From an optimization exercise on the open Yosys and OpenROAD flow, aimed at small area and a short achievable clock period; shortcuts taken in it are not production practice. Only simulation tests tie the RTL to the original design; equivalence was not proved.

==> flow/design.v (outline; a module is shown in full before it is edited, if it fits) <==
// module adaptive_filter: 379 lines
module adaptive_filter(
    input wire clk,
    input wire rst_n,
    input wire [31:0] input_signal,
    input wire [31:0] desired_signal,
    output wire [31:0] filtered_signal
);
  // ...
==> flow/run.sh <==
#!/bin/bash
# synth_recipe.tcl (not shown) runs the flow's synth.tcl, then flattens the netlist and writes it again
# the make line also repeats each setting of config.mk as NAME=value (left out here)
make -C /OpenROAD-flow-scripts/flow DESIGN_CONFIG=/design/flow/config.mk WORK_HOME=/design/flow/orfs CLKGATE_MAP_FILE= SYNTH_SCRIPT=/design/flow/synth_recipe.tcl finish
==> flow/config.mk <==
export PLATFORM = sky130hd
export DESIGN_NAME = adaptive_filter
export DESIGN_NICKNAME = adaptive_filter
export VERILOG_FILES = /design/flow/design.v
export SDC_FILE = /design/flow/constraint.sdc
export NUM_CORES = 4
export LEC_CHECK = 0
export CAP_MARGIN = 20
export CORE_MARGIN = 2
export CORE_UTILIZATION = 40
export SETUP_SLACK_MARGIN = 3
export SLEW_MARGIN = 20
==> flow/constraint.sdc <==
create_clock -name core_clock -period 7.5 [get_ports {clk}]
set_input_delay 1.5000 -clock core_clock [delete_from_list [all_inputs] [get_ports {clk}]]
set_output_delay 1.5000 -clock core_clock [all_outputs]
set_load 0.01 [all_outputs]
==> impl_metrics.yaml, run 1 <==
critical_path:
  path_delay_family: "adder cells"
  crit_buf_inv: 4
  slowest_delay_ns: 0.66
finish:
  seq_share: 0.295
  n_fill_cell: 4120
  largest_class: "multi-input combinational cells"
  reg_top3: "fh x31, ps x31, pb x28"
  final-seq-area_sq_um: 6000
  fin_area_sq_um: 20400
  layout.nonclk_buf_frac: 0.0366
  final_cell_mix: "dfxtp_1, inv_1, fa_1"
global_routing:
  antenna_found_initial: 0
  grt_util_met3: 0.0281
  top_usage_layer: "met2"
  overflow: 0
sta:
  setup_viol: 0
  worst_pin_slew_ns: 1.17
clock_tree:
  clk_latency_ns: 0.59
  cts.htree.levels: 1
hold_path:
  hold_end: "d5[12]$_DFF_P_"
placement:
  dp_cells: 2393
  placed_area_sq_um: 19200
detailed_routing:
  viasPerCell: 5.33
  drtPass1Iterations: 6
  dr_wl_met2_mm: 20.1
yosys:
  synth_top_area_share: 0.240
  yosysWarnings: 1
  syn_area_sq_um: 18100
floorplan:
  fp.coreArea_sq_um: 44400
status:
  outcome: "timing/DRC/antenna clean"
==> run 2: changes to the inputs <==
--- a/flow/config.mk
+++ b/flow/config.mk
@@ -10,3 +10,3 @@
 export CORE_UTILIZATION = 40
-export SETUP_SLACK_MARGIN = 3
+export SETUP_SLACK_MARGIN = 3.5
 export SLEW_MARGIN = 20
==> run 2 against run 1 <==
Synthesized cell count is the same. First-iteration DRC count grew 4.6%. Non-clock buffer count grew 23. Die area is the same.
==> impl_metrics.yaml, run 2 <==
status:
  outcome: "timing/DRC/antenna clean"
clock_tree:
  clockBufferDepth: 3
  cts-buffers-inserted: 31
  cts.htree.levels: 1
  clk_pin_slew_ns: 0.06
  cts_root_buffer: "clkbuf_16"
  cts_tree: "yes"
  clock-sinks: 283
  clk_latency_ns: 0.59
  holdBufCountCts: 0
critical_path:
  worst_ep_required_time_ns: 8.00
  cp-start-kind: "flop"
  worst_path_max_delay_cell: "fa_1"
  r2r_setup_slack_ns: 3.59
  path_delay_family: "adder cells"
  r2r_cells: 16
  cp-end-kind: "flop"
  r2r-start: "e[0]$_DFF_PN0_"
  worstSetupPathType: "reg -> reg"
  worstPathCellList: "buf_6 > nor2b_4 > buf_6 > a22o_1 > ha_1 > fa_1 > inv_1 > fa_1 > inv_1 > ha_4 > and2_1 > a31oi_1 > nand3_1 > a31o_2 > a21oi_2 > xnor2_1"
  slowest_delay_ns: 0.57
  path_max_fanout: 8
  crit_buf_inv: 4
  cp_data_arrival_time_ns: 4.41
  r2r_end: "cnh[13]$_DFF_PN0_"
  cp-startpoint: "e[0]$_DFF_PN0_"
global_routing:
  antenna_found_initial: 0
  grt_max_degree: 67
  grt_pass1_vias: 13200
  overflow: 0
  grt_use_total: 0.193
  grt_pass1_wl_mm: 72.3
floorplan:
  design.die.area_sq_um: 46900
  fp.coreArea_sq_um: 44400
  pin_count: 98
  start_util: 0.407
  die_h_microns: 217
  die_w_microns: 217
  fp-row-count: 77
detailed_routing:
  wire_per_inst_microns: 18.2
  drt-initial-drc-count: 1036
  via_count: 13100
  viasPerCell: 5.29
  route.detailed.drc: 0
  drtPass1Iterations: 5
  finalWirelength_mm: 45.0
  final_antenna_net_count: 0
yosys:
  syn_avg_cell_area_sq_um: 9.98
  ys_top_cells_by_count: "dfxtp_1, inv_1, fa_1"
  synth_cells: 1811
  syn_area_sq_um: 18100
  synth.area.top_cells: "dfxtp_1, fa_1, dfrtp_1, ha_1, mux2_2"
  ys.flop_type: "dfxtp_1"
  yosysMostFrequentCell: "dfxtp_1"
  synth-seq-cells: 283
  synth_nets: 2148
  synthArstFlopShare: 0.233
  yosysUniqueCellTypes: 61
  yosysWarnings: 1
  synth_top_area_share: 0.240
  synth_seq_area_share: 0.332
  yosysTopAreaCell: "dfxtp_1"
  synth_edf_count: 0
finish:
  final_cells: 2472
  fin_area_sq_um: 20700
  final_cell_mix: "dfxtp_1, inv_1, fa_1"
  layout_commonest_cell: "dfxtp_1"
  postLayoutCoreUtil: 0.466
  synthToLayoutAreaGrowth_pct: 14.4
  reg_top3: "fh x31, ps x31, pb x28"
  antenna-diode-count: 0
  num-nets-final: 2196
  layout-drive-gt1-share: 0.118
sta:
  clock_skew_ns: 0.0154
  fin_crit_sh: 0.522
  rsz0062_at_grt: "yes"
  fmax_ghz: 0.256
  setup_viol: 0
  fin_crit_ns: 3.91
  worst_pin_slew_ns: 1.12
  slew_violations: 0
  maxSlewHeadroom: 0.251
  whs_ns: 0.324
  fin_tns_setup_ns: 0
  setup_ws_ns: 3.59
  hold_viol: 0
placement:
  dp_slack_ns: 2.63
  gp_congestion: 0.888
  dp_cells: 2392
  placed_area_sq_um: 19200
  numPortBuffers: 63
  hpwl_mm: 32.4
hold_path:
  min_delay_path_depth: 0
  hold_path.class: "reg -> reg"
  hp-start: "d1[3]$_DFF_P_"
  hold_end: "d2[3]$_DFF_P_"
job:
  maxCapViolCount: 0
-- run 2: cell counts after synthesis --
No cell type changed its count.
-- run 2: per-layer routing --
metal	share of wire	wire length (microns)	track usage
met5	0	0	0
met4	0.035	1560	0.0623
met1	0.45	20300	0.260
met3	0.059	2660	0.0335
met2	0.46	20500	0.317
-- run 2: repair_timing --
action	CTS	global route
gates cloned	2	0
endpoints found under the setup margin	7	6
resized for setup	26	33
pin swaps	2	22
buffers inserted	12	12
-- run 2: cell families after synthesis --
| family | share of synthesized area |
|---|---|
| muxes | 0.0710 |
| adders and majority gates | 0.251 |
| xor gates and xnor gates | 0.0456 |
| and+or+nand+nor | 0.0961 |
| DFF | 0.332 |
| other | 0.000416 |
| AOI/OAI and AO/OA | 0.143 |
| buffers and inverters | 0.0607 |
-- run 2: how the worst max path moves through the flow --
stage	cells after the start	endpoint	slack (ns)
after floorplan	15	cnh[14]$_DFF_PN0_	3.51
after global placement	12	cnh[14]$_DFF_PN0_	2.71
after detailed placement	15	cnh[14]$_DFF_PN0_	2.63
after CTS	15	cnh[14]$_DFF_PN0_	3.50
after global routing	15	cnh[12]$_DFF_PN0_	3.49
final	16	cnh[13]$_DFF_PN0_	3.59
-- run 2: final cells by class --
| class | count | area [sq um] |
|---|---|---|
| fillers | 4114 | 23700 |
| multi-input cells | 1237 | 11200 |
| flip-flops and latches | 283 | 6010 |
| repair buffers | 102 | 945 |
| clock buffers | 35 | 821 |
| inverters | 202 | 766 |
| well taps | 592 | 741 |
| clock inverters | 19 | 204 |
| repair inverters | 2 | 10.0 |
-- run 2: worst reg2reg max path: cells and delay by family, from the launching register on --
kind                     cells  cell delay, ns
buffers and inverters        4            0.45
flip-flops                   1            0.49
XOR/XNOR                     1            0.12
AND/OR/NAND/NOR              3            0.46
AO/OA/AOI/OAI                4            0.81
adder cells (fa/ha/maj)      4            1.49
==> run 3: changes to the inputs <==
--- a/flow/config.mk
+++ b/flow/config.mk
@@ -10,3 +10,3 @@
 export CORE_UTILIZATION = 40
-export SETUP_SLACK_MARGIN = 3.5
+export SETUP_SLACK_MARGIN = 4
 export SLEW_MARGIN = 20
==> run 3 against run 2 <==
Flip-flop and latch count is the same. Die area unchanged. Global-route usage rose by 0.55 points. Clock skew down 0.0068 ns. Final cell count increased by 1.7%.
==> impl_metrics.yaml, run 3 <==
clock_tree:
  clk_latency_ns: 0.58
  cts.htree.levels: 1
  clk_pin_slew_ns: 0.06
  cts-buffers-inserted: 31
  clockBufferDepth: 3
  cts_tree: "yes"
  clock-sinks: 283
  cts_root_buffer: "clkbuf_16"
floorplan:
  die_w_microns: 217
  pin_count: 98
  start_util: 0.407
  design.die.area_sq_um: 46900
  fp.coreArea_sq_um: 44400
  die_h_microns: 217
  fp-row-count: 77
sta:
  hold_viol: 0
  rsz0062_at_grt: "yes"
  worst_pin_slew_ns: 0.985
  fin_tns_setup_ns: 0
  clock_skew_ns: 0.00867
  fin_crit_ns: 3.83
  maxSlewHeadroom: 0.344
  slew_violations: 0
  setup_viol: 0
  fin_crit_sh: 0.511
  whs_ns: 0.321
  fmax_ghz: 0.261
yosys:
  yosysUniqueCellTypes: 61
  synth_top_area_share: 0.240
  synth_nets: 2148
  synth.area.top_cells: "dfxtp_1, fa_1, dfrtp_1, ha_1, mux2_2"
  ys.flop_type: "dfxtp_1"
  synth_cells: 1811
  synthArstFlopShare: 0.233
  yosysWarnings: 1
  ys_top_cells_by_count: "dfxtp_1, inv_1, fa_1"
  syn_area_sq_um: 18100
  synth_seq_area_share: 0.332
  yosysMostFrequentCell: "dfxtp_1"
  synth_edf_count: 0
  synth-seq-cells: 283
  syn_avg_cell_area_sq_um: 9.98
  yosysTopAreaCell: "dfxtp_1"
detailed_routing:
  viasPerCell: 5.33
  final_antenna_net_count: 0
  drtPass1Iterations: 6
  finalWirelength_mm: 45.9
  via_count: 13400
  wire_per_inst_microns: 18.3
  route.detailed.drc: 0
  drt-initial-drc-count: 921
status:
  outcome: "timing/DRC/antenna clean"
placement:
  gp_congestion: 0.881
  hpwl_mm: 32.5
  numPortBuffers: 63
critical_path:
  worst_ep_required_time_ns: 8.00
  cp-start-kind: "flop"
  cp-end-kind: "flop"
  worstSetupPathType: "reg -> reg"
  cp_data_arrival_time_ns: 4.33
  path_max_fanout: 6
global_routing:
  antenna_found_initial: 0
  overflow: 0
  grt_pass1_wl_mm: 74.2
  grt_max_degree: 67
  grt_pass1_vias: 13600
  grt_use_total: 0.199
hold_path:
  hold_path.class: "reg -> reg"
finish:
  synthToLayoutAreaGrowth_pct: 18.2
  antenna-diode-count: 0
  layout_commonest_cell: "dfxtp_1"
  num-nets-final: 2234
  layout-drive-gt1-share: 0.167
  n_fill_cell: 4048
  multi_input_area_sq_um: 11500
  final-seq-area_sq_um: 6040
  final_cell_mix: "dfxtp_1, inv_1, fa_1"
  reg_top3: "fh x31, ps x31, pb x28"
job:
  maxCapViolCount: 0
-- run 3: worst paths after layout --
path,start,end,slack (ns),cells after the start
setup / recovery,e[7]$_DFF_PN0_,cnh[13]$_DFF_PN0_,3.67,15
hold / removal,d4[13]$_DFF_P_,d5[13]$_DFF_P_,0.32,0
setup reg to reg,e[7]$_DFF_PN0_,cnh[13]$_DFF_PN0_,3.67,15
hold reg to reg,d4[13]$_DFF_P_,d5[13]$_DFF_P_,0.32,0
max in group asynchronous,rst_n,cnh[9]$_DFF_PN0_,5.72,1
min in group asynchronous,rst_n,st$_DFF_PN0_,1.03,1
-- run 3: area by class of cell --
| type | instances | area share |
|---|---|---|
| timing repair inverter | 2 | 0.000469 |
| clock buffer | 34 | 0.0368 |
| multi-input combinational | 1238 | 0.538 |
| tap | 592 | 0.0347 |
| sequential | 283 | 0.283 |
| timing repair buffer | 139 | 0.0572 |
| clock inverter | 24 | 0.0141 |
| inverter | 202 | 0.0359 |
-- run 3: worst max-delay path: stages (launching register included) --
cell     delay, ns
dfrtp_2       0.46
buf_6         0.14
buf_4         0.10
mux2_2        0.31
a22o_1        0.22
fa_1          0.49
fa_1          0.50
inv_1         0.06
fa_1          0.49
inv_2         0.05
ha_4          0.18
nor3_2        0.11
nand3_1       0.11
a31o_2        0.26
a21oi_2       0.14
xnor2_1       0.13
-- run 3: cell families after synthesis --
logic type / count (synthesis) / share of synthesized area
flops: 283 / 0.332
xor+xnor: 94 / 0.0456
fa+ha+maj: 271 / 0.251
mux: 119 / 0.0710
buf+inv: 291 / 0.0607
other cells: 2 / 0.000416
simple gates: 362 / 0.0961
compound gates: 389 / 0.143
-- run 3: what timing repair did --
| action | 4_1_cts | 5_1_grt |
|---|---|---|
| cloned | 3 | 0 |
| gates resized for setup | 42 | 54 |
| hold endpoints to repair | 0 | 0 |
| buffers inserted | 40 | 20 |
| pin swaps | 17 | 44 |
| hold buffers | 0 | 0 |
| setup endpoints to repair | 30 | 28 |
-- run 3: stage by stage --
| step | std cells | worst slack, ns | instance area [sq um] | util |
|---|---|---|---|---|
| global route | 2514 | 3.52 | 21400 | 0.481 |
| CTS | 2494 | 3.61 | 21000 | 0.473 |
| global placement | 2393 | 3.02 | 19400 | 0.437 |
| floorplan | 1811 | 3.84 | 18300 | - |
| finish | 2514 | 3.67 | 21400 | 0.481 |
| detailed placement | 2393 | 3.01 | 19400 | 0.437 |
-- run 3: routing by layer --
metal	global-route usage	wire length [microns]	up-vias
met4	0.0737	1610	0
li1	-	-	6323
met3	0.0305	2920	87
met5	0	0	-
met2	0.323	21000	456
met1	0.268	20400	6529
==> run 4: changes to the inputs <==
--- a/flow/config.mk
+++ b/flow/config.mk
@@ -9,4 +9,5 @@
 export CORE_MARGIN = 2
-export CORE_UTILIZATION = 40
-export SETUP_SLACK_MARGIN = 4
+export CORE_UTILIZATION = 55
+export CTS_BUF_LIST = sky130_fd_sc_hd__clkbuf_4 sky130_fd_sc_hd__clkbuf_8
+export SETUP_SLACK_MARGIN = 3.5
 export SLEW_MARGIN = 20
==> run 4 against run 3 <==
Flip-flop and latch count unchanged. Critical path type unchanged. Maximum frequency fell by 2.1%. Critical endpoint unchanged. Global-route usage is 6.8 points higher. Register-to-register slack worse by 0.08 ns. Synthesized cell count did not move. Via count decreased by 0.57%. Utilization increased by 15 points. Setup slack worse by 0.083 ns. Clock skew is 0.031 ns higher. Clock-buffer cell count grew 32. Non-clock buffer count down 33. Largest cell class unchanged.
==> impl_metrics.yaml, run 4 <==
global_routing:
  grt_pass1_vias: 13300
  grt_max_degree: 67
  antenna_found_initial: 0
  grt_pass1_wl_mm: 70.8
  grt_use_total: 0.267
  overflow: 0
finish:
  layout-drive-gt1-share: 0.135
  final_cell_mix: "dfxtp_1, inv_1, fa_1"
  num-nets-final: 2217
  layout_commonest_cell: "dfxtp_1"
  synthToLayoutAreaGrowth_pct: 13.4
  final_cells: 2359
  reg_top3: "fh x31, ps x31, pb x28"
  antenna-diode-count: 0
floorplan:
  pin_count: 98
  start_util: 0.557
  fp.coreArea_sq_um: 32500
  design.die.area_sq_um: 34300
  die_h_microns: 185
  die_w_microns: 185
  fp-row-count: 66
critical_path:
  worst_ep_required_time_ns: 8.00
  cp-end-kind: "flop"
  cp_data_arrival_time_ns: 4.41
  cp-start-kind: "flop"
  r2r_setup_slack_ns: 3.58
  worstSetupPathType: "reg -> reg"
  r2r_end: "cnh[13]$_DFF_PN0_"
  r2r-start: "e[3]$_DFF_PN0_"
  path_max_fanout: 8
  r2r_cells: 14
sta:
  fin_crit_ns: 3.92
  setup_viol: 0
  fin_crit_sh: 0.522
  whs_ns: 0.324
  hold_viol: 0
  fmax_ghz: 0.255
  worst_pin_slew_ns: 1.05
  maxSlewHeadroom: 0.298
  rsz0062_at_grt: "yes"
  fin_tns_setup_ns: 0
  clock_skew_ns: 0.0392
  slew_violations: 0
clock_tree:
  cts_root_buffer: "clkbuf_8"
  cts_tree: "yes"
  clk_pin_slew_ns: 0.06
  clk_latency_ns: 0.58
  cts-buffers-inserted: 47
  clock-sinks: 283
  clockBufferDepth: 3
  cts.htree.levels: 2
detailed_routing:
  finalWirelength_mm: 44.4
  drt-initial-drc-count: 915
  drtPass1Iterations: 5
  via_count: 13300
  final_antenna_net_count: 0
  wire_per_inst_microns: 18.8
  route.detailed.drc: 0
  viasPerCell: 5.65
placement:
  gp_congestion: 0.893
  dp_cells: 2250
  numPortBuffers: 63
  hpwl_mm: 32.3
yosys:
  synth_edf_count: 0
  synth_top_area_share: 0.240
  yosysMostFrequentCell: "dfxtp_1"
  synthArstFlopShare: 0.233
  synth_seq_area_share: 0.332
  synth-seq-cells: 283
  synth_cells: 1811
  ys_top_cells_by_count: "dfxtp_1, inv_1, fa_1"
  yosysWarnings: 1
  syn_area_sq_um: 18100
  synth.area.top_cells: "dfxtp_1, fa_1, dfrtp_1, ha_1, mux2_2"
  ys.flop_type: "dfxtp_1"
  synth_nets: 2148
  syn_avg_cell_area_sq_um: 9.98
  yosysUniqueCellTypes: 61
  yosysTopAreaCell: "dfxtp_1"
job:
  maxCapViolCount: 0
hold_path:
  hp-start: "d4[1]$_DFF_P_"
  hold_end: "d5[1]$_DFF_P_"
  min_delay_path_depth: 0
  hold_path.class: "reg -> reg"
status:
  outcome: "timing/DRC/antenna clean"
==> run 4: cell counts after synthesis <==
Identical to the previous run, type by type.
==> run 4: cell families (layout without fill, tap and decap cells) <==
logic type      after synthesis  count (layout)  synth area share
compound gates              389             389             0.143
xor+xnor                     94              94            0.0456
fa+ha+maj                   271             271             0.251
buf+inv                     291             396            0.0607
flops                       283             283             0.332
mux                         119             119            0.0710
other cells                   2               2          0.000416
simple gates                362             363            0.0961
==> run 4: area by class of cell <==
type / instances / area (sq um)
Clock inverter: 20 / 143
Timing Repair inverter: 2 / 10.0
Tap cell: 442 / 553
Multi-Input combinational cell: 1238 / 11200
Clock buffer: 66 / 833
Inverter: 202 / 766
Fill cell: 2765 / 12000
Timing Repair Buffer: 106 / 985
Sequential cell: 283 / 6010
==> run 4: what timing repair did <==
action / 4_1_cts / 5_1_grt
setup endpoints to repair: 7 / 9
buffers inserted: 15 / 5
pin swaps: 11 / 18
resized for setup: 29 / 22
gates cloned: 1 / 2
hold buffers: 0 / 0
==> run 4: layer usage <==
layer | vias to the layer above | wire (microns) | track usage
li1 | 6270 | - | -
met1 | 6498 | 20600 | 0.376
met2 | 445 | 19500 | 0.413
met3 | 105 | 2800 | 0.0438
met4 | 0 | 1510 | 0.103
met5 | - | 0 | 0
==> run 4: worst max path at each step <==
stage	start	end	slack [ns]	cells after the start
final	e[3]$_DFF_PN0_	cnh[13]$_DFF_PN0_	3.58	14
after global placement	e[0]$_DFF_PN0_	cnh[14]$_DFF_PN0_	2.57	12
after CTS	e[0]$_DFF_PN0_	cnh[14]$_DFF_PN0_	3.49	17
after detailed placement	e[0]$_DFF_PN0_	cnh[14]$_DFF_PN0_	2.54	12
after floorplan	e[5]$_DFF_PN0_	cnh[14]$_DFF_PN0_	3.51	15
after global routing	e[0]$_DFF_PN0_	cnh[14]$_DFF_PN0_	3.43	16
==> run 4: critical path, cell delays in order (launching register included) <==
cell	delay [ns]
dfrtp_2	0.48
buf_6	0.13
mux2_2	0.32
a22o_1	0.20
fa_1	0.50
fa_1	0.54
inv_1	0.06
fa_1	0.55
inv_1	0.07
ha_4	0.18
nor3_2	0.18
nand3_1	0.12
a31o_2	0.23
a21oi_2	0.14
xnor2_1	0.13
==> run 4: stage by stage <==
stage	setup WS (ns)	util	area (sq um)
2_1_floorplan	3.51	-	18100
3_3_place_gp	2.57	0.588	19100
3_5_place_dp	2.54	0.588	19100
4_1_cts	3.49	0.626	20300
5_1_grt	3.43	0.631	20500
6_report	3.58	0.631	20500
==> run 5: changes to the inputs <==
--- a/flow/config.mk
+++ b/flow/config.mk
@@ -9,4 +9,3 @@
 export CORE_MARGIN = 2
-export CORE_UTILIZATION = 55
-export CTS_BUF_LIST = sky130_fd_sc_hd__clkbuf_4 sky130_fd_sc_hd__clkbuf_8
+export CORE_UTILIZATION = 65
 export SETUP_SLACK_MARGIN = 3.5
==> run 5 against run 4 <==
Still clean. Maximum frequency decreased by 2.6%. Clock skew decreased by 0.021 ns. Final cell count decreased by 4.1%. Via count increased by 1.1%.
==> impl_metrics.yaml, run 5 <==
yosys:
  syn_avg_cell_area_sq_um: 9.98
  synth_cells: 1811
  ys.flop_type: "dfxtp_1"
  yosysWarnings: 1
  synth-seq-cells: 283
  synth_top_area_share: 0.240
  synth_edf_count: 0
  yosysMostFrequentCell: "dfxtp_1"
  synth.area.top_cells: "dfxtp_1, fa_1, dfrtp_1, ha_1, mux2_2"
  synth_nets: 2148
  yosysTopAreaCell: "dfxtp_1"
  synthArstFlopShare: 0.233
  syn_area_sq_um: 18100
  ys_top_cells_by_count: "dfxtp_1, inv_1, fa_1"
  synth_seq_area_share: 0.332
  yosysUniqueCellTypes: 61
critical_path:
  cp-end-kind: "flop"
  path_delay_family: "adder cells"
  worst_path_max_delay_cell: "fa_1"
  cp_common_cell: "xnor2_1"
  r2r_setup_slack_ns: 3.48
  cp-start-kind: "flop"
  worstPathCellList: "buf_6 > mux2_2 > a22o_1 > fa_1 > fa_2 > inv_1 > fa_1 > inv_1 > fa_2 > xnor2_2 > xnor2_1 > xnor2_1 > xnor2_1 > xnor2_1 > xnor2_1"
  path_max_fanout: 6
  worstSetupPathType: "reg -> reg"
  slowest_delay_ns: 0.56
  worst_ep_required_time_ns: 7.96
  cp_data_arrival_time_ns: 4.47
  crit_buf_inv: 3
placement:
  hpwl_mm: 31.5
  gp_congestion: 0.939
  numPortBuffers: 63
clock_tree:
  clock-sinks: 283
  cts_tree: "yes"
  cts_root_buffer: "clkbuf_16"
  cts-buffers-inserted: 30
  clk_latency_ns: 0.57
  clockBufferDepth: 3
  holdBufCountCts: 0
  clk_pin_slew_ns: 0.06
  cts.htree.levels: 1
floorplan:
  start_util: 0.656
  design.die.area_sq_um: 29100
  fp-row-count: 61
  die_h_microns: 171
  fp.coreArea_sq_um: 27600
  pin_count: 98
  die_w_microns: 171
global_routing:
  overflow: 0
  antenna_found_initial: 0
  grt_pass1_vias: 13500
  met2_usage: 0.491
  grt_pass1_wl_mm: 71.6
  grt_use_total: 0.314
  grt_max_degree: 67
  use_met1: 0.441
  grt_util_met3: 0.0516
  top_usage_layer: "met2"
finish:
  reg_top3: "fh x31, ps x31, pb x28"
  n_fill_cell: 1957
  final_cell_mix: "dfxtp_1, inv_1, fa_1"
  postLayoutCoreUtil: 0.742
  layout-drive-gt1-share: 0.118
  layout_commonest_cell: "dfxtp_1"
  num-nets-final: 2198
  antenna-diode-count: 0
  synthToLayoutAreaGrowth_pct: 13.1
sta:
  worst_pin_slew_ns: 1.08
  fin_crit_sh: 0.536
  fin_tns_setup_ns: 0
  setup_viol: 0
  fmax_ghz: 0.249
  hold_viol: 0
  clock_skew_ns: 0.0183
  fin_crit_ns: 4.02
  rsz0062_at_grt: "yes"
  slew_violations: 0
  maxSlewHeadroom: 0.278
job:
  maxCapViolCount: 0
detailed_routing:
  drtPass1Iterations: 5
  viasPerCell: 5.95
  final_antenna_net_count: 0
  route.detailed.drc: 0
  via_count: 13500
  drt-initial-drc-count: 1091
  finalWirelength_mm: 44.7
  wire_per_inst_microns: 19.8
status:
  outcome: "timing/DRC/antenna clean"
hold_path:
  hold_path.class: "reg -> reg"
-- run 5: cell counts after synthesis --
Identical to the previous run, type by type.
-- run 5: worst register-to-register path, delay by kind of cell, from the launching register on --
| family | cells | cell delay (ns) |
|---|---|---|
| XOR/XNOR | 6 | 0.98 |
| flip-flops | 1 | 0.54 |
| adder cells (fa/ha/maj) | 4 | 1.65 |
| multiplexers | 1 | 0.26 |
| AO/OA/AOI/OAI | 1 | 0.22 |
| buffers and inverters | 3 | 0.25 |
-- run 5: path summary, 6_finish.rpt --
path | end | from | cells past startpoint
max | cnh[14]$_DFF_PN0_ | e[0]$_DFF_PN0_ | 15
min | d2[13]$_DFF_P_ | d1[13]$_DFF_P_ | 0
max reg2reg | cnh[14]$_DFF_PN0_ | e[0]$_DFF_PN0_ | 15
min reg2reg | d2[13]$_DFF_P_ | d1[13]$_DFF_P_ | 0
max in group asynchronous | e[1]$_DFF_PN0_ | rst_n | 2
min in group asynchronous | cnt[1]$_DFFE_PN0N_ | rst_n | 2
-- run 5: routing by layer --
metal	share of wire	up-vias
li1	-	6215
met1	0.43	6564
met2	0.45	568
met3	0.075	116
met4	0.039	0
met5	0	-
-- run 5: kinds of logic (layout without fill, tap and decap cells) --
group / count (synthesis) / after routing / synth area share
simple gates: 362 / 362 / 0.0961
compound gates: 389 / 389 / 0.143
other cells: 2 / 2 / 0.000416
buf+inv: 291 / 365 / 0.0607
fa+ha+maj: 271 / 271 / 0.251
flops: 283 / 283 / 0.332
mux: 119 / 119 / 0.0710
xor+xnor: 94 / 94 / 0.0456
-- run 5: cell type report --
cell class                      count  area (sq um)  share of cell area
Clock buffer                       38           862              0.0422
Timing Repair Buffer              105           965              0.0472
Inverter                          202           766              0.0375
Tap cell                          378           473              0.0231
Timing Repair inverter              2          10.0            0.000490
Multi-Input combinational cell   1237         11100               0.546
Clock inverter                     18           196             0.00961
Sequential cell                   283          6010               0.294
-- run 5: what timing repair did --
| item | CTS | global route |
|---|---|---|
| endpoints found under the hold margin | 0 | 0 |
| endpoints found under the setup margin | 7 | 8 |
| cloned | 2 | 0 |
| pin swaps | 6 | 17 |
| gates resized for setup | 28 | 23 |
| setup buffers | 13 | 13 |
-- run 5: per-stage QoR --
| stage | instance area (sq um) | hold slack, ns | setup WS, ns | cells |
|---|---|---|---|---|
| 2_1_floorplan | 18100 | 0.310 | 3.51 | 1811 |
| 3_3_place_gp | 19000 | 0.311 | 2.65 | 2179 |
| 3_5_place_dp | 19000 | 0.312 | 2.57 | 2179 |
| 4_1_cts | 20200 | 0.327 | 3.50 | 2250 |
| 5_1_grt | 20400 | 0.329 | 3.33 | 2263 |
| 6_report | 20400 | 0.326 | 3.48 | 2263 |
==> run 6: changes to the inputs <==
--- a/flow/config.mk
+++ b/flow/config.mk
@@ -9,3 +9,3 @@
 export CORE_MARGIN = 2
-export CORE_UTILIZATION = 65
+export CORE_UTILIZATION = 55
 export SETUP_SLACK_MARGIN = 3.5
==> run 6 against run 5 <==
Flip-flop and latch count stayed put. Worst hold slack got worse by 0.0090 ns. Area after synthesis is the same. Register-to-register slack improved by 0.09 ns. Final cell count up 3.0%. Global-route usage fell by 5.0 points. Utilization is 11 points lower. Wire length is 1.2% lower. Clock-buffer cell count is 5 higher. Critical path type unchanged. Highest routed layer unchanged.
==> impl_metrics.yaml, run 6 <==
detailed_routing:
  wire_per_inst_microns: 19.0
  finalWirelength_mm: 44.2
  final_antenna_net_count: 0
  viasPerCell: 5.67
  drt-initial-drc-count: 988
  via_count: 13200
  route.detailed.drc: 0
  drtPass1Iterations: 5
yosys:
  syn_avg_cell_area_sq_um: 9.98
  synth_cells: 1811
  synthArstFlopShare: 0.233
  ys_top_cells_by_count: "dfxtp_1, inv_1, fa_1"
  synth-seq-cells: 283
  synth_edf_count: 0
  ys.flop_type: "dfxtp_1"
  synth_seq_area_share: 0.332
  yosysMostFrequentCell: "dfxtp_1"
  syn_area_sq_um: 18100
  yosysUniqueCellTypes: 61
  yosysWarnings: 1
  yosysTopAreaCell: "dfxtp_1"
  synth_nets: 2148
  synth.area.top_cells: "dfxtp_1, fa_1, dfrtp_1, ha_1, mux2_2"
  synth_top_area_share: 0.240
clock_tree:
  cts.htree.levels: 1
  cts-buffers-inserted: 29
  clk_latency_ns: 0.56
  clockBufferDepth: 3
  cts_tree: "yes"
  clk_pin_slew_ns: 0.07
  clock-sinks: 283
  cts_root_buffer: "clkbuf_16"
  holdBufCountCts: 0
sta:
  slew_violations: 0
  fin_crit_ns: 3.92
  worst_pin_slew_ns: 1.04
  fin_crit_sh: 0.523
  clock_skew_ns: 0.0167
  setup_viol: 0
  whs_ns: 0.317
  hold_viol: 0
  rsz0062_at_grt: "yes"
  fin_tns_setup_ns: 0
  maxSlewHeadroom: 0.303
  fmax_ghz: 0.255
floorplan:
  fp.coreArea_sq_um: 32500
  fp-row-count: 66
  design.die.area_sq_um: 34300
  die_w_microns: 185
  pin_count: 98
  start_util: 0.557
  die_h_microns: 185
placement:
  hpwl_mm: 32.3
  numPortBuffers: 63
  gp_congestion: 0.893
  placed_area_sq_um: 19100
  dp_cells: 2250
finish:
  reg_top3: "fh x31, ps x31, pb x28"
  n_fill_cell: 2757
  layout_commonest_cell: "dfxtp_1"
  final_cells: 2330
  antenna-diode-count: 0
  final_cell_mix: "dfxtp_1, inv_1, fa_1"
  layout-drive-gt1-share: 0.121
  synthToLayoutAreaGrowth_pct: 13.2
  fin_area_sq_um: 20400
  num-nets-final: 2203
critical_path:
  worst_ep_required_time_ns: 7.99
  slowest_delay_ns: 0.53
  path_max_fanout: 7
  worstSetupPathType: "reg -> reg"
  cp-start-kind: "flop"
  cp_common_cell: "xnor2_1"
  cp-end-kind: "flop"
  worstPathCellList: "buf_12 > buf_6 > mux2_2 > a22o_1 > fa_1 > fa_2 > inv_2 > fa_1 > inv_1 > fa_2 > xnor2_2 > xnor2_1 > xnor2_1 > xnor2_1 > xnor2_1 > xnor2_1"
  worst_path_max_delay_cell: "fa_1"
  cp_data_arrival_time_ns: 4.41
status:
  outcome: "timing/DRC/antenna clean"
hold_path:
  hold_path.class: "reg -> reg"
global_routing:
  overflow: 0
  grt_use_total: 0.264
  grt_pass1_wl_mm: 70.6
  grt_max_degree: 67
  grt_pass1_vias: 13300
  antenna_found_initial: 0
job:
  maxCapViolCount: 0
run 6: cell counts after synthesis:
Identical to the previous run, type by type.
run 6: final timing paths:
check / from / to / slack [ns] / cells after the start
hold reg to reg: d3[1]$_DFF_P_ / d4[1]$_DFF_P_ / 0.32 / 0
max in group asynchronous: rst_n / e[0]$_DFF_PN0_ / 5.66 / 2
hold / removal: d3[1]$_DFF_P_ / d4[1]$_DFF_P_ / 0.32 / 0
setup reg to reg: e[0]$_DFF_PN0_ / cnh[14]$_DFF_PN0_ / 3.58 / 16
min in group asynchronous: rst_n / e[13]$_DFF_PN0_ / 1.13 / 2
setup / recovery: e[0]$_DFF_PN0_ / cnh[14]$_DFF_PN0_ / 3.58 / 16
run 6: critical path: cells and delay by family (launching register included):
family,cells,cell delay (ns)
fa+ha+maj,4,1.55
xor+xnor,6,1.00
flops,1,0.50
buf+inv,4,0.35
mux,1,0.26
compound gates,1,0.21
run 6: logic make-up after synthesis:
kind of cell             synth area share
buffers and inverters              0.0607
AND/OR/NAND/NOR                    0.0961
adder cells (fa/ha/maj)             0.251
other                            0.000416
AO/OA/AOI/OAI                       0.143
multiplexers                       0.0710
XOR/XNOR                           0.0456
flip-flops                          0.332
run 6: per-stage QoR:
| step | util | worst slack, ns |
|---|---|---|
| after floorplan | - | 3.51 |
| after global placement | 0.588 | 2.57 |
| after detailed placement | 0.588 | 2.54 |
| after CTS | 0.625 | 3.48 |
| after global routing | 0.630 | 3.45 |
| final | 0.630 | 3.58 |
run 6: repair_timing:
item                       in CTS  in global routing
pin swaps                      10                 24
gates resized for setup        27                 26
gates cloned                    1                  2
setup endpoints to repair       7                  8
buffers inserted               16                  8
run 6: cell type report:
type                       instances  area [sq um]  share of cell area
sequential                       283          6010               0.294
tap                              442           553              0.0270
inverter                         202           766              0.0374
timing repair buffer             110          1000              0.0490
timing repair inverter             2          10.0            0.000489
clock buffer                      43           890              0.0435
multi-input combinational       1238         11100               0.545
clock inverter                    10          71.3             0.00349
run 6: metal layers:
metal,GRT usage,share of wire
met5,0,0
met4,0.0933,0.034
met3,0.0403,0.063
met2,0.413,0.44
met1,0.374,0.46
==> run 7: changes to the inputs <==
==> flow/flow/run.sh (new file) <==
#!/bin/bash
# Own layout flow: the standard flow (standard.sh, standard synthesis)
# unchanged, except that each input and output port gets a plain
# sky130_fd_sc_hd__buf_2 as its port buffer (the standard flow picks
# clkdlybuf4s50_1, a slower and larger delay cell). Every port is still
# buffered; the resizer may resize these buffers like any other.
set -euo pipefail
cd "$(dirname "$0")/.."
sed 's#^make \(.*\) "\${@:-finish}"$#make \1 "BUFFER_PORTS_ARGS=-buffer_cell sky130_fd_sc_hd__buf_2" "${@:-finish}"#' \
  standard.sh > own_standard.sh
grep -c BUFFER_PORTS_ARGS own_standard.sh > own_standard.check.log
bash own_standard.sh finish > own_flow.log 2>&1
==> flow/standard.sh (new file) <==
#!/bin/bash
# synth_recipe.tcl (not shown) runs the flow's synth.tcl, then flattens the netlist and writes it again
# the make line also repeats each setting of config.mk as NAME=value (left out here)
make -C /OpenROAD-flow-scripts/flow DESIGN_CONFIG=/design/flow/config.mk WORK_HOME=/design/flow/orfs CLKGATE_MAP_FILE= SYNTH_SCRIPT=/design/flow/synth_recipe.tcl "${@:-finish}"
removed: flow/run.sh
==> run 7 against run 6 <==
Still clean on timing, DRC and antenna. Via count fell by 0.43%. Global-route usage is 0.14 points higher. Register-to-register slack lost 0.02 ns. Setup slack worse by 0.018 ns. Critical path type unchanged.
==> impl_metrics.yaml, run 7 <==
hold_path:
  hold_end: "d4[2]$_DFF_P_"
  hp-start: "d3[2]$_DFF_P_"
  hold_path.class: "reg -> reg"
  min_delay_path_depth: 0
floorplan:
  start_util: 0.557
  die_h_microns: 185
  pin_count: 98
  design.die.area_sq_um: 34300
  fp-row-count: 66
  fp.coreArea_sq_um: 32500
  die_w_microns: 185
clock_tree:
  cts_root_buffer: "clkbuf_16"
  clockBufferDepth: 3
  clock-sinks: 283
  cts.htree.levels: 1
  clk_latency_ns: 0.56
  clk_pin_slew_ns: 0.06
  cts-buffers-inserted: 29
  cts_tree: "yes"
sta:
  fin_tns_setup_ns: 0
  maxSlewHeadroom: 0.350
  whs_ns: 0.324
  fin_crit_ns: 3.94
  fmax_ghz: 0.254
  clock_skew_ns: 0.0169
  slew_violations: 0
  fin_crit_sh: 0.526
  setup_ws_ns: 3.56
  setup_viol: 0
  rsz0062_at_grt: "yes"
  hold_viol: 0
  worst_pin_slew_ns: 0.974
critical_path:
  path_max_fanout: 7
  cp-start-kind: "flop"
  worst_ep_required_time_ns: 7.97
  cp_data_arrival_time_ns: 4.41
  cp-end-kind: "flop"
  worstSetupPathType: "reg -> reg"
  r2r_cells: 12
  r2r-start: "e[0]$_DFF_PN0_"
  r2r_setup_slack_ns: 3.56
  r2r_end: "cnh[14]$_DFF_PN0_"
detailed_routing:
  viasPerCell: 5.66
  drt-initial-drc-count: 1029
  final_antenna_net_count: 0
  route.detailed.drc: 0
  drtPass1Iterations: 5
  wire_per_inst_microns: 19.2
  finalWirelength_mm: 44.6
  via_count: 13200
finish:
  num-nets-final: 2198
  antenna-diode-count: 0
  layout_commonest_cell: "dfxtp_1"
  layout-drive-gt1-share: 0.151
  fin_area_sq_um: 20200
  final_cell_mix: "dfxtp_1, inv_1, fa_1"
  reg_top3: "fh x31, ps x31, pb x28"
  synthToLayoutAreaGrowth_pct: 11.7
placement:
  gp_congestion: 0.902
  hpwl_mm: 32.5
  placed_area_sq_um: 18800
  dp_slack_ns: 2.44
  numPortBuffers: 63
yosys:
  ys_top_cells_by_count: "dfxtp_1, inv_1, fa_1"
  synth_top_area_share: 0.240
  synth_cells: 1811
  synth_nets: 2148
  yosysUniqueCellTypes: 61
  synth_edf_count: 0
  yosysTopAreaCell: "dfxtp_1"
  yosysWarnings: 1
  synth-seq-cells: 283
  syn_avg_cell_area_sq_um: 9.98
  ys.flop_type: "dfxtp_1"
  yosysMostFrequentCell: "dfxtp_1"
  synth.area.top_cells: "dfxtp_1, fa_1, dfrtp_1, ha_1, mux2_2"
  synth_seq_area_share: 0.332
  syn_area_sq_um: 18100
  synthArstFlopShare: 0.233
global_routing:
  grt_pass1_wl_mm: 71.0
  grt_use_total: 0.266
  antenna_found_initial: 0
  grt_max_degree: 67
  grt_pass1_vias: 13100
  overflow: 0
job:
  maxCapViolCount: 0
status:
  outcome: "timing/DRC/antenna clean"
run 7: stage by stage:
step	utilization	cells
6_report	0.622	2326
5_1_grt	0.622	2326
4_1_cts	0.616	2315
3_5_place_dp	0.578	2247
3_3_place_gp	0.578	2247
2_1_floorplan	-	1811
run 7: logic make-up (layout without fill, tap and decap cells):
group           Yosys count  after routing  share of synthesized area
other cells               2              2                   0.000416
xor+xnor                 94             94                     0.0456
mux                     119            119                     0.0710
fa+ha+maj               271            271                      0.251
simple gates            362            362                     0.0961
flops                   283            283                      0.332
buf+inv                 291            364                     0.0607
compound gates          389            389                      0.143
run 7: worst max-delay path: stages (launching register included):
cell,delay (ns)
dfrtp_4,0.54
buf_4,0.17
mux2_2,0.28
a22oi_2,0.16
fa_1,0.48
fa_1,0.45
fa_1,0.51
fa_1,0.56
inv_1,0.04
ha_1,0.34
nand2_1,0.07
o21ai_1,0.14
xnor2_1,0.13
run 7: how the worst max path moves through the flow:
| stage | cells past startpoint | to | slack, ns | from |
|---|---|---|---|---|
| global placement | 15 | cnh[14]$_DFF_PN0_ | 2.52 | e[0]$_DFF_PN0_ |
| global route | 15 | cnh[14]$_DFF_PN0_ | 3.37 | e[0]$_DFF_PN0_ |
| detailed placement | 15 | cnh[14]$_DFF_PN0_ | 2.44 | e[0]$_DFF_PN0_ |
| floorplan | 15 | cnh[14]$_DFF_PN0_ | 3.51 | e[5]$_DFF_PN0_ |
| finish | 12 | cnh[14]$_DFF_PN0_ | 3.56 | e[0]$_DFF_PN0_ |
| CTS | 15 | cnh[14]$_DFF_PN0_ | 3.49 | e[7]$_DFF_PN0_ |
run 7: routing by layer:
| layer | global-route usage | part of all wire |
|---|---|---|
| met1 | 0.374 | 0.46 |
| met5 | 0 | 0 |
| met4 | 0.0876 | 0.031 |
| met3 | 0.0350 | 0.060 |
| met2 | 0.425 | 0.45 |
run 7: repair_timing:
item / in CTS / in global routing
setup endpoints to repair: 8 / 8
hold buffers: 0 / 0
gates cloned: 0 / 2
gates resized for setup: 26 / 26
endpoints found under the hold margin: 0 / 0
pin swaps: 6 / 20
setup buffers: 14 / 9
run 7: layout make-up:
cell class                 count  area (sq um)
clock buffer                  40           881
sequential                   283          6010
multi-input combinational   1237         11100
fill                        2837         12300
timing repair buffer         106           653
clock inverter                14           161
tap                          442           553
timing repair inverter         2          10.0
inverter                     202           766
==> run 8: changes to the inputs <==
--- a/flow/config.mk
+++ b/flow/config.mk
@@ -10,3 +10,3 @@
 export CORE_UTILIZATION = 55
-export SETUP_SLACK_MARGIN = 3.5
+export SETUP_SLACK_MARGIN = 3.7
 export SLEW_MARGIN = 20
==> run 8 against run 7 <==
Still clean on timing, DRC and antenna. Critical path type unchanged. First-iteration DRC count down 11%.
==> impl_metrics.yaml, run 8 <==
status:
  outcome: "timing/DRC/antenna clean"
placement:
  numPortBuffers: 63
  dp_slack_ns: 2.63
  hpwl_mm: 32.5
  gp_congestion: 0.903
  dp_cells: 2247
  placed_area_sq_um: 18800
floorplan:
  design.die.area_sq_um: 34300
  die_h_microns: 185
  start_util: 0.557
  fp.coreArea_sq_um: 32500
  pin_count: 98
  die_w_microns: 185
  fp-row-count: 66
yosys:
  ys.flop_type: "dfxtp_1"
  yosysTopAreaCell: "dfxtp_1"
  ys_top_cells_by_count: "dfxtp_1, inv_1, fa_1"
  synth_nets: 2148
  synth_cells: 1811
  synth_edf_count: 0
  yosysMostFrequentCell: "dfxtp_1"
  synth-seq-cells: 283
  syn_area_sq_um: 18100
  syn_avg_cell_area_sq_um: 9.98
  yosysUniqueCellTypes: 61
  yosysWarnings: 1
  synth_top_area_share: 0.240
  synth.area.top_cells: "dfxtp_1, fa_1, dfrtp_1, ha_1, mux2_2"
  synthArstFlopShare: 0.233
  synth_seq_area_share: 0.332
critical_path:
  path_delay_family: "adder cells"
  crit_buf_inv: 5
  cp-end-kind: "flop"
  worst_path_max_delay_cell: "dfrtp_4"
  path_max_fanout: 5
  cp_data_arrival_time_ns: 4.33
  r2r_setup_slack_ns: 3.63
  cp-start-kind: "flop"
  slowest_delay_ns: 0.53
  worst_ep_required_time_ns: 7.96
  cp_common_cell: "fa_1"
  worstSetupPathType: "reg -> reg"
  worstPathCellList: "buf_6 > buf_8 > mux2_2 > a22o_1 > fa_2 > inv_1 > fa_1 > fa_1 > inv_2 > ha_4 > nand3_2 > o21ai_4 > o41ai_4 > buf_4 > xnor2_1"
clock_tree:
  cts-buffers-inserted: 31
  clk_latency_ns: 0.58
  holdBufCountCts: 0
  cts_root_buffer: "clkbuf_16"
  clockBufferDepth: 3
  clk_pin_slew_ns: 0.07
  cts.htree.levels: 1
  clock-sinks: 283
  cts_tree: "yes"
job:
  maxCapViolCount: 0
sta:
  slew_violations: 0
  setup_ws_ns: 3.63
  fin_tns_setup_ns: 0
  fin_crit_ns: 3.87
  hold_viol: 0
  setup_viol: 0
  maxSlewHeadroom: 0.352
  worst_pin_slew_ns: 0.971
  rsz0062_at_grt: "yes"
  fmax_ghz: 0.258
  clock_skew_ns: 0.0175
  fin_crit_sh: 0.516
finish:
  reg_top3: "fh x31, ps x31, pb x28"
  num-nets-final: 2203
  layout-drive-gt1-share: 0.164
  final_cells: 2333
  synthToLayoutAreaGrowth_pct: 13.0
  layout_commonest_cell: "dfxtp_1"
  antenna-diode-count: 0
  final_cell_mix: "dfxtp_1, inv_1, fa_1"
  fin_area_sq_um: 20400
  n_fill_cell: 2737
global_routing:
  grt_max_degree: 67
  grt_use_total: 0.269
  overflow: 0
  grt_pass1_vias: 13300
  grt_pass1_wl_mm: 71.7
  antenna_found_initial: 0
detailed_routing:
  final_antenna_net_count: 0
  drtPass1Iterations: 7
  via_count: 13100
  drt-initial-drc-count: 919
  route.detailed.drc: 0
  viasPerCell: 5.63
  finalWirelength_mm: 44.8
  wire_per_inst_microns: 19.2
hold_path:
  hold_path.class: "reg -> reg"
run 8: changes by cell type in the layout (fill, tap and decap cells not counted), sizes merged:
cell      delta
buf          +3
bufinv       -1
clkbuf       +5
clkinv       +1
clkinvlp     +1
inv          -2
run 8: worst paths after layout:
kind | start | to | cells past startpoint
max in group asynchronous | rst_n | e[1]$_DFF_PN0_ | 2
worst max register to register | e[0]$_DFF_PN0_ | cnh[12]$_DFF_PN0_ | 15
worst max-delay path | e[0]$_DFF_PN0_ | cnh[12]$_DFF_PN0_ | 15
min in group asynchronous | rst_n | cnt[3]$_DFF_PN0_ | 2
worst min-delay path | d0[0]$_DFF_P_ | d1[0]$_DFF_P_ | 0
worst min register to register | d0[0]$_DFF_P_ | d1[0]$_DFF_P_ | 0
run 8: logic make-up after synthesis:
group	Yosys count	synth area share
compound gates	389	0.143
xor+xnor	94	0.0456
fa+ha+maj	271	0.251
buf+inv	291	0.0607
flops	283	0.332
mux	119	0.0710
other cells	2	0.000416
simple gates	362	0.0961
run 8: cell type report:
cell class,count,area (sq um),area share
Clock inverter,13,145,0.00711
Timing Repair Buffer,109,694,0.0340
Sequential cell,283,6020,0.295
Timing Repair inverter,2,10.0,0.000490
Clock buffer,45,920,0.0451
Multi-Input combinational cell,1237,11300,0.554
Tap cell,442,553,0.0271
Inverter,202,766,0.0375
run 8: through the flow:
stage	utilization	hold WS, ns
3_3_place_gp	0.579	0.311
2_1_floorplan	-	0.310
4_1_cts	0.623	0.323
3_5_place_dp	0.579	0.312
5_1_grt	0.629	0.328
6_report	0.629	0.318
run 8: what timing repair did:
item / in CTS / in global routing
buffers inserted: 22 / 4
gates cloned: 2 / 0
endpoints found under the setup margin: 13 / 14
pin swaps: 19 / 26
resized for setup: 51 / 36
run 8: worst register-to-register path, stage by stage (launching register included):
cell,delay [ns]
dfrtp_4,0.53
buf_6,0.14
buf_8,0.13
mux2_2,0.26
a22o_1,0.19
fa_2,0.51
inv_1,0.05
fa_1,0.45
fa_1,0.53
inv_2,0.05
ha_4,0.29
nand3_2,0.09
o21ai_4,0.19
o41ai_4,0.09
buf_4,0.14
xnor2_1,0.11
run 8: layer usage:
metal | vias up | global-route usage | share of wire
met5 | - | 0 | 0
met4 | 0 | 0.0889 | 0.032
met3 | 92 | 0.0397 | 0.060
met2 | 437 | 0.423 | 0.45
met1 | 6367 | 0.381 | 0.46
li1 | 6233 | - | -
==> run 9: changes to the inputs <==
==> flow/flow/run.sh (replaced) <==
#!/bin/bash
# Own layout flow: the standard flow (standard.sh, standard synthesis)
# with two changes:
# 1. Each input and output port gets a plain sky130_fd_sc_hd__buf_2 as its
#    port buffer (the standard flow picks clkdlybuf4s50_1, a slower and
#    larger delay cell). Every port is still buffered.
# 2. Clock tree synthesis runs with ORFS's usual arguments plus
#    -dont_use_dummy_load (no extra load cells hung on the clock tree).
set -euo pipefail
cd "$(dirname "$0")/.."
sed -e 's#^make \(.*\) "\${@:-finish}"$#make \1 "BUFFER_PORTS_ARGS=-buffer_cell sky130_fd_sc_hd__buf_2" "CTS_ARGS=-sink_clustering_enable -repair_clock_nets -dont_use_dummy_load" "${@:-finish}"#' \
  standard.sh > own_standard.sh
bash own_standard.sh finish > own_flow.log 2>&1
--- a/flow/config.mk
+++ b/flow/config.mk
@@ -10,3 +10,3 @@
 export CORE_UTILIZATION = 55
-export SETUP_SLACK_MARGIN = 3.7
+export SETUP_SLACK_MARGIN = 3.5
 export SLEW_MARGIN = 20
==> run 9 against run 8 <==
Area after synthesis unchanged. Sequential share of layout area rose by 0.69 points. Register-to-register slack got worse by 0.03 ns. Via count is 0.22% higher. Non-clock buffer count rose by 2. Utilization down 1.5 points. Final cell count shrank 1.2%. Largest cell class unchanged.
==> impl_metrics.yaml, run 9 <==
status:
  outcome: "timing/DRC/antenna clean"
detailed_routing:
  drtPass1Iterations: 7
  via_count: 13200
  finalWirelength_mm: 44.4
  final_antenna_net_count: 0
  wire_per_inst_microns: 19.3
  drt-initial-drc-count: 931
  viasPerCell: 5.71
  route.detailed.drc: 0
hold_path:
  hp-start: "d3[11]$_DFF_P_"
  min_delay_path_depth: 0
  hold_path.class: "reg -> reg"
sta:
  worst_pin_slew_ns: 0.976
  fin_crit_ns: 3.90
  fin_tns_setup_ns: 0
  maxSlewHeadroom: 0.349
  slew_violations: 0
  clock_skew_ns: 0.0134
  hold_viol: 0
  setup_viol: 0
  rsz0062_at_grt: "yes"
  fmax_ghz: 0.256
  fin_crit_sh: 0.520
placement:
  numPortBuffers: 63
  gp_congestion: 0.902
  placed_area_sq_um: 18800
  hpwl_mm: 32.5
yosys:
  ys.flop_type: "dfxtp_1"
  synth.area.top_cells: "dfxtp_1, fa_1, dfrtp_1, ha_1, mux2_2"
  syn_area_sq_um: 18100
  synth_edf_count: 0
  yosysUniqueCellTypes: 61
  synth_top_area_share: 0.240
  synthArstFlopShare: 0.233
  yosysTopAreaCell: "dfxtp_1"
  yosysMostFrequentCell: "dfxtp_1"
  yosysWarnings: 1
  ys_top_cells_by_count: "dfxtp_1, inv_1, fa_1"
  synth_seq_area_share: 0.332
  synth_nets: 2148
  syn_avg_cell_area_sq_um: 9.98
  synth-seq-cells: 283
  synth_cells: 1811
clock_tree:
  clockBufferDepth: 3
  cts_root_buffer: "clkbuf_16"
  cts_tree: "yes"
  cts-buffers-inserted: 29
  cts.htree.levels: 1
  clk_latency_ns: 0.54
  holdBufCountCts: 0
  clk_pin_slew_ns: 0.06
  clock-sinks: 283
finish:
  layout-drive-gt1-share: 0.145
  num-nets-final: 2203
  final_cell_mix: "dfxtp_1, inv_1, fa_1"
  fin_area_sq_um: 19900
  reg_top3: "fh x31, ps x31, pb x28"
  layout_commonest_cell: "dfxtp_1"
  antenna-diode-count: 0
  postLayoutCoreUtil: 0.614
  synthToLayoutAreaGrowth_pct: 10.3
critical_path:
  path_max_fanout: 7
  r2r_cells: 14
  worst_ep_required_time_ns: 7.97
  cp_data_arrival_time_ns: 4.37
  r2r-start: "e[0]$_DFF_PN0_"
  cp-start-kind: "flop"
  cp-end-kind: "flop"
  worstSetupPathType: "reg -> reg"
  r2r_setup_slack_ns: 3.60
  cp-startpoint: "e[0]$_DFF_PN0_"
floorplan:
  start_util: 0.557
  die_h_microns: 185
  fp-row-count: 66
  design.die.area_sq_um: 34300
  fp.coreArea_sq_um: 32500
  die_w_microns: 185
  pin_count: 98
global_routing:
  grt_pass1_vias: 13100
  grt_pass1_wl_mm: 70.8
  grt_max_degree: 67
  antenna_found_initial: 0
  grt_use_total: 0.265
  overflow: 0
job:
  maxCapViolCount: 0
run 9: worst paths after layout:
kind,endpoint
worst max-delay path,cnh[13]$_DFF_PN0_
worst min-delay path,d4[11]$_DFF_P_
worst max register to register,cnh[13]$_DFF_PN0_
worst min register to register,d4[11]$_DFF_P_
max in group asynchronous,e[1]$_DFF_PN0_
min in group asynchronous,cnt[0]$_DFFE_PN0N_
run 9: layer usage:
metal	global-route usage	vias to the layer above	wire length, microns
li1	-	6224	-
met2	0.422	435	19900
met4	0.0870	0	1300
met5	0	-	0
met1	0.375	6415	20500
met3	0.0348	84	2730
run 9: cell families (layout without fill, tap and decap cells):
kind of cell    Yosys count  count (layout)  synth area share
xor+xnor                 94              94            0.0456
mux                     119             119            0.0710
fa+ha+maj               271             271             0.251
simple gates            362             362            0.0961
compound gates          389             389             0.143
other cells               2               2          0.000416
flops                   283             283             0.332
buf+inv                 291             344            0.0607
run 9: final cells by class:
class / instances / area [sq um]
Fill cell: 2850 / 12500
Multi-Input combinational cell: 1237 / 11200
Sequential cell: 283 / 6010
Inverter: 202 / 766
Clock buffer: 29 / 726
Timing Repair Buffer: 111 / 691
Tap cell: 442 / 553
Timing Repair inverter: 2 / 10.0
run 9: per-stage QoR:
| step | worst slack, ns | instances | hold WS [ns] |
|---|---|---|---|
| 5_1_grt | 3.42 | 2306 | 0.325 |
| 3_5_place_dp | 2.44 | 2247 | 0.312 |
| 2_1_floorplan | 3.51 | 1811 | 0.310 |
| 3_3_place_gp | 2.52 | 2247 | 0.312 |
| 4_1_cts | 3.49 | 2291 | 0.326 |
| 6_report | 3.60 | 2306 | 0.325 |
run 9: critical path, stage by stage (launching register included):
cell and delay, ns:
dfrtp_4 0.54, buf_4 0.17, mux2_2 0.26, a22o_1 0.20
fa_1 0.49, inv_1 0.05, fa_1 0.46, fa_1 0.54
inv_1 0.09, ha_4 0.26, nor3_1 0.16, nor2_1 0.08
a31o_2 0.25, a21oi_2 0.14, xnor2_1 0.13
run 9: timing repair:
action / 4_1_cts / 5_1_grt
endpoints found under the hold margin: 0 / 0
setup endpoints to repair: 8 / 7
setup buffers: 14 / 14
resized for setup: 26 / 30
pin swaps: 6 / 24
cloned: 1 / 1
==> run 10: changes to the inputs <==
==> flow/flow/run.sh (replaced) <==
#!/bin/bash
# Own layout flow: the standard flow (standard.sh) with two changes:
# 1. The synthesis skips the generic 'abc -fast' pass that Yosys's synth runs
#    before ORFS extracts full/half adders, so the adder trees written in the
#    RTL reach extract_fa as written; ABC still maps all remaining logic at
#    the end, as in the standard flow. Registers and their names are the
#    standard synthesis's.
# 2. Each input and output port gets a plain sky130_fd_sc_hd__buf_2 as its
#    port buffer (the standard flow picks clkdlybuf4s50_1, a slower and
#    larger delay cell). Every port is still buffered.
set -euo pipefail
cd "$(dirname "$0")/.."
sed '1s/.*/proc synth {args} { if {[lsearch -exact $args fine:] >= 0} { yosys synth -nofsm -noshare -noabc {*}$args } else { yosys synth -nofsm -noshare {*}$args } }/' \
  synth_recipe.tcl > own_synth.tcl
sed -e 's#synth_recipe\.tcl#own_synth.tcl#g' \
    -e 's#^make \(.*\) "\${@:-finish}"$#make \1 "BUFFER_PORTS_ARGS=-buffer_cell sky130_fd_sc_hd__buf_2" "${@:-finish}"#' \
  standard.sh > own_standard.sh
bash own_standard.sh finish > own_flow.log 2>&1
--- a/flow/config.mk
+++ b/flow/config.mk
@@ -10,3 +10,3 @@
 export CORE_UTILIZATION = 55
-export SETUP_SLACK_MARGIN = 3.5
+export SETUP_SLACK_MARGIN = 3.7
 export SLEW_MARGIN = 20
==> run 10 against run 9 <==
Final area fell by 2.1%. Utilization increased by 0.42 points. Setup slack worse by 0.031 ns. Global-route usage increased by 0.17 points. Flip-flop and latch count unchanged. Area after synthesis decreased by 2.7%. Via count shrank 4.6%. Worst hold slack got worse by 0.0011 ns. Final cell count down 8.9%. Critical endpoint is now cnh[12]$_DFF_PN0_.
==> impl_metrics.yaml, run 10 <==
detailed_routing:
  finalWirelength_mm: 43.2
  routed-wl-met3_mm: 2.62
  viasPerCell: 5.98
  via_count: 12600
  drt-initial-drc-count: 826
  dr.max_layer_used: "met4"
  drt-met1-wl_mm: 19.0
  route.detailed.drc: 0
  wire_per_inst_microns: 20.6
  final_antenna_net_count: 0
  drtPass1Iterations: 5
  dr_wl_met2_mm: 20.2
yosys:
  synth_nets: 1971
  synth_cells: 1634
  synth.area.mux_share: 0.0596
  ys.flop_type: "dfxtp_1"
  synth-xor-area-share: 0.0483
  yosys.area_share.simple: 0.0882
  ys_top_cells_by_count: "dfxtp_1, a22o_1, fa_1"
  synth_top_family_by_area: "adder cells"
  synth_compound_area_frac: 0.174
  yosysWarnings: 1
  syn_avg_cell_area_sq_um: 10.8
  synth_edf_count: 0
  synth-seq-cells: 283
  synthArstFlopShare: 0.233
  yosysTopAreaCell: "dfxtp_1"
  syn_area_sq_um: 17600
  synth.area.top_cells: "dfxtp_1, fa_1, dfrtp_1, ha_1, a22o_1"
  synthAdderAreaFrac: 0.258
  yosysMostFrequentCell: "dfxtp_1"
  synth_seq_area_share: 0.341
  yosysUniqueCellTypes: 64
  synth_top_area_share: 0.247
hold_path:
  hold_path.class: "reg -> reg"
  hp-start: "d4[5]$_DFF_P_"
critical_path:
  cp_data_arrival_time_ns: 4.37
  crit_buf_inv: 2
  cp_common_cell: "fa_1"
  r2r_cells: 13
  worstPathCellList: "buf_12 > mux2_2 > a22o_1 > fa_2 > fa_1 > fa_1 > ha_4 > and2_4 > o21ai_4 > o31ai_4 > o41a_1 > buf_4 > xor2_1"
  cp-startpoint: "e[1]$_DFF_PN0_"
  r2r_setup_slack_ns: 3.57
  path_max_fanout: 6
  path_delay_family: "adder cells"
  worst_ep_required_time_ns: 7.94
  crit_end: "cnh[12]$_DFF_PN0_"
  r2r-start: "e[1]$_DFF_PN0_"
  worst_path_max_delay_cell: "fa_1"
  worstSetupPathType: "reg -> reg"
  cp-start-kind: "flop"
  cp.depth: 13
  slowest_delay_ns: 0.57
  r2r_end: "cnh[12]$_DFF_PN0_"
  cp-end-kind: "flop"
clock_tree:
  clock-sinks: 283
  clk_latency_ns: 0.57
  cts_tree: "yes"
  cts_root_buffer: "clkbuf_16"
  clk_pin_slew_ns: 0.06
  holdBufCountCts: 0
  cts.htree.levels: 1
  cts-buffers-inserted: 29
  clockBufferDepth: 3
floorplan:
  fp-row-count: 65
  fp.coreArea_sq_um: 31600
  start_util: 0.557
  die_h_microns: 183
  die_w_microns: 183
  pin_count: 98
  design.die.area_sq_um: 33400
sta:
  setup_viol: 0
  worst_pin_slew_ns: 0.856
  slew_violations: 0
  rsz0062_at_grt: "yes"
  fin_tns_setup_ns: 0
  fin_crit_ns: 3.93
  setup_ws_ns: 3.57
  fmax_ghz: 0.254
  fin_crit_sh: 0.524
  clock_skew_ns: 0.0159
  maxSlewHeadroom: 0.426
  hold_viol: 0
global_routing:
  grt_use_total: 0.267
  overflow: 0
  antenna_found_initial: 0
  grt_max_degree: 53
  grt_pass1_wl_mm: 69.4
  grt_pass1_vias: 12600
placement:
  gp_congestion: 0.911
  hpwl_mm: 31.6
  dp_slack_ns: 2.67
  numPortBuffers: 63
finish:
  num-nets-final: 2013
  reg_top3: "fh x31, ps x31, pb x28"
  synthToLayoutAreaGrowth_pct: 11.0
  layout_commonest_cell: "dfxtp_1"
  postLayoutCoreUtil: 0.618
  layout-drive-gt1-share: 0.165
  antenna-diode-count: 0
  final_cell_mix: "dfxtp_1, a22o_1, fa_1"
status:
  outcome: "timing/DRC/antenna clean"
job:
  maxCapViolCount: 0
==> run 10: cell types whose count changed in the layout (fill, tap and decap cells not counted), sizes merged, moves of 10 or more <==
cell	before	now
nor2	92	65
buf	111	101
clkbuf	29	39
a22o	69	156
inv	198	48
a31oi	18	8
a21oi	76	54
mux2i	46	9
a22oi	47	8
mux2	73	85
==> run 10: timing repair <==
| action | 4_1_cts | 5_1_grt |
|---|---|---|
| buffers inserted | 10 | 1 |
| setup endpoints to repair | 9 | 11 |
| gates cloned | 0 | 0 |
| pin swaps | 10 | 10 |
| gates resized for setup | 19 | 15 |
==> run 10: cell families (layout without fill, tap and decap cells) <==
| kind of cell | count (synthesis) | in the layout |
|---|---|---|
| compound gates | 426 | 426 |
| xor+xnor | 97 | 97 |
| fa+ha+maj | 271 | 271 |
| buf+inv | 138 | 203 |
| flops | 283 | 283 |
| mux | 94 | 94 |
| other cells | 2 | 2 |
| simple gates | 323 | 323 |
==> run 10: worst min-delay path by stage <==
stage	end	slack (ns)	depth (start not counted)
CTS	d5[4]$_DFF_P_	0.33	0
floorplan	d1[0]$_DFF_P_	0.31	0
finish	d5[5]$_DFF_P_	0.32	0
detailed placement	d2[8]$_DFF_P_	0.31	0
global route	d3[3]$_DFF_P_	0.33	0
global placement	d1[5]$_DFF_P_	0.31	0
==> run 10: routing by layer <==
layer	track usage	up-vias
met3	0.0379	86
li1	-	5857
met1	0.365	6192
met5	0.00889	-
met2	0.441	419
met4	0.0877	0
==> run 10: metrics by stage <==
step / hold WS (ns) / cell area, sq um / cells
floorplan: 0.310 / 17600 / 1634
global placement: 0.310 / 18300 / 2036
detailed placement: 0.312 / 18300 / 2036
CTS: 0.326 / 19400 / 2100
global route: 0.330 / 19500 / 2101
finish: 0.324 / 19500 / 2101
==> run 10: layout make-up <==
type	instances	area (sq um)
Fill cell	2673	12000
Multi-Input combinational cell	1213	11200
Sequential cell	283	6010
Clock buffer	39	845
Timing Repair Buffer	101	642
Tap cell	402	503
Inverter	48	180
Clock inverter	15	130

port drivers added, routing unchanged:
No port has a modelled driver above. Below, the same layouts with a new extraction and two added sets of constraints.
Step 1, drivers: a clkbuf_16 drives clk and a buf_2 each remaining input, both assumed.
Step 2 times the ports against the registers' clock, not the clock port: input delays grow and output delays shrink by t, the midpoint of the rising clock arrivals with the driver on.
Three values: no drivers, after step 1, after step 2; two values: the first two.
run | shift t [ns] | setup slack, ns | clock arrival spread, ns | worst slew at a driven data input, ns
run 1 | 0.634 | 3.228 / 3.228 / 3.228 | 0.014 / 0.014 | 0.04
run 2 | 0.633 | 3.588 / 3.588 / 3.163 | 0.016 / 0.016 | 0.04
run 3 | 0.635 | 3.668 / 3.668 / 3.409 | 0.010 / 0.009 | 0.05
run 4 | 0.611 | 3.585 / 3.585 / 3.343 | 0.039 / 0.039 | 0.04
run 5 | 0.618 | 3.481 / 3.481 / 3.261 | 0.019 / 0.020 | 0.04
run 6 | 0.610 | 3.575 / 3.575 / 3.338 | 0.018 / 0.018 | 0.04
run 7 | 0.599 | 3.558 / 3.558 / 3.558 | 0.018 / 0.018 | 0.04
run 8 | 0.619 | 3.629 / 3.629 / 3.629 | 0.019 / 0.019 | 0.03
run 9 | 0.591 | 3.598 / 3.598 / 3.598 | 0.015 / 0.015 | 0.04
run 10 | 0.617 | 3.567 / 3.567 / 3.506 | 0.016 / 0.015 | 0.03
After both steps every run listed still meets setup and hold. For run 2, which loses most, drivers alone change the setup slack by 0.000 ns; drivers and shift together by -0.425 ns.
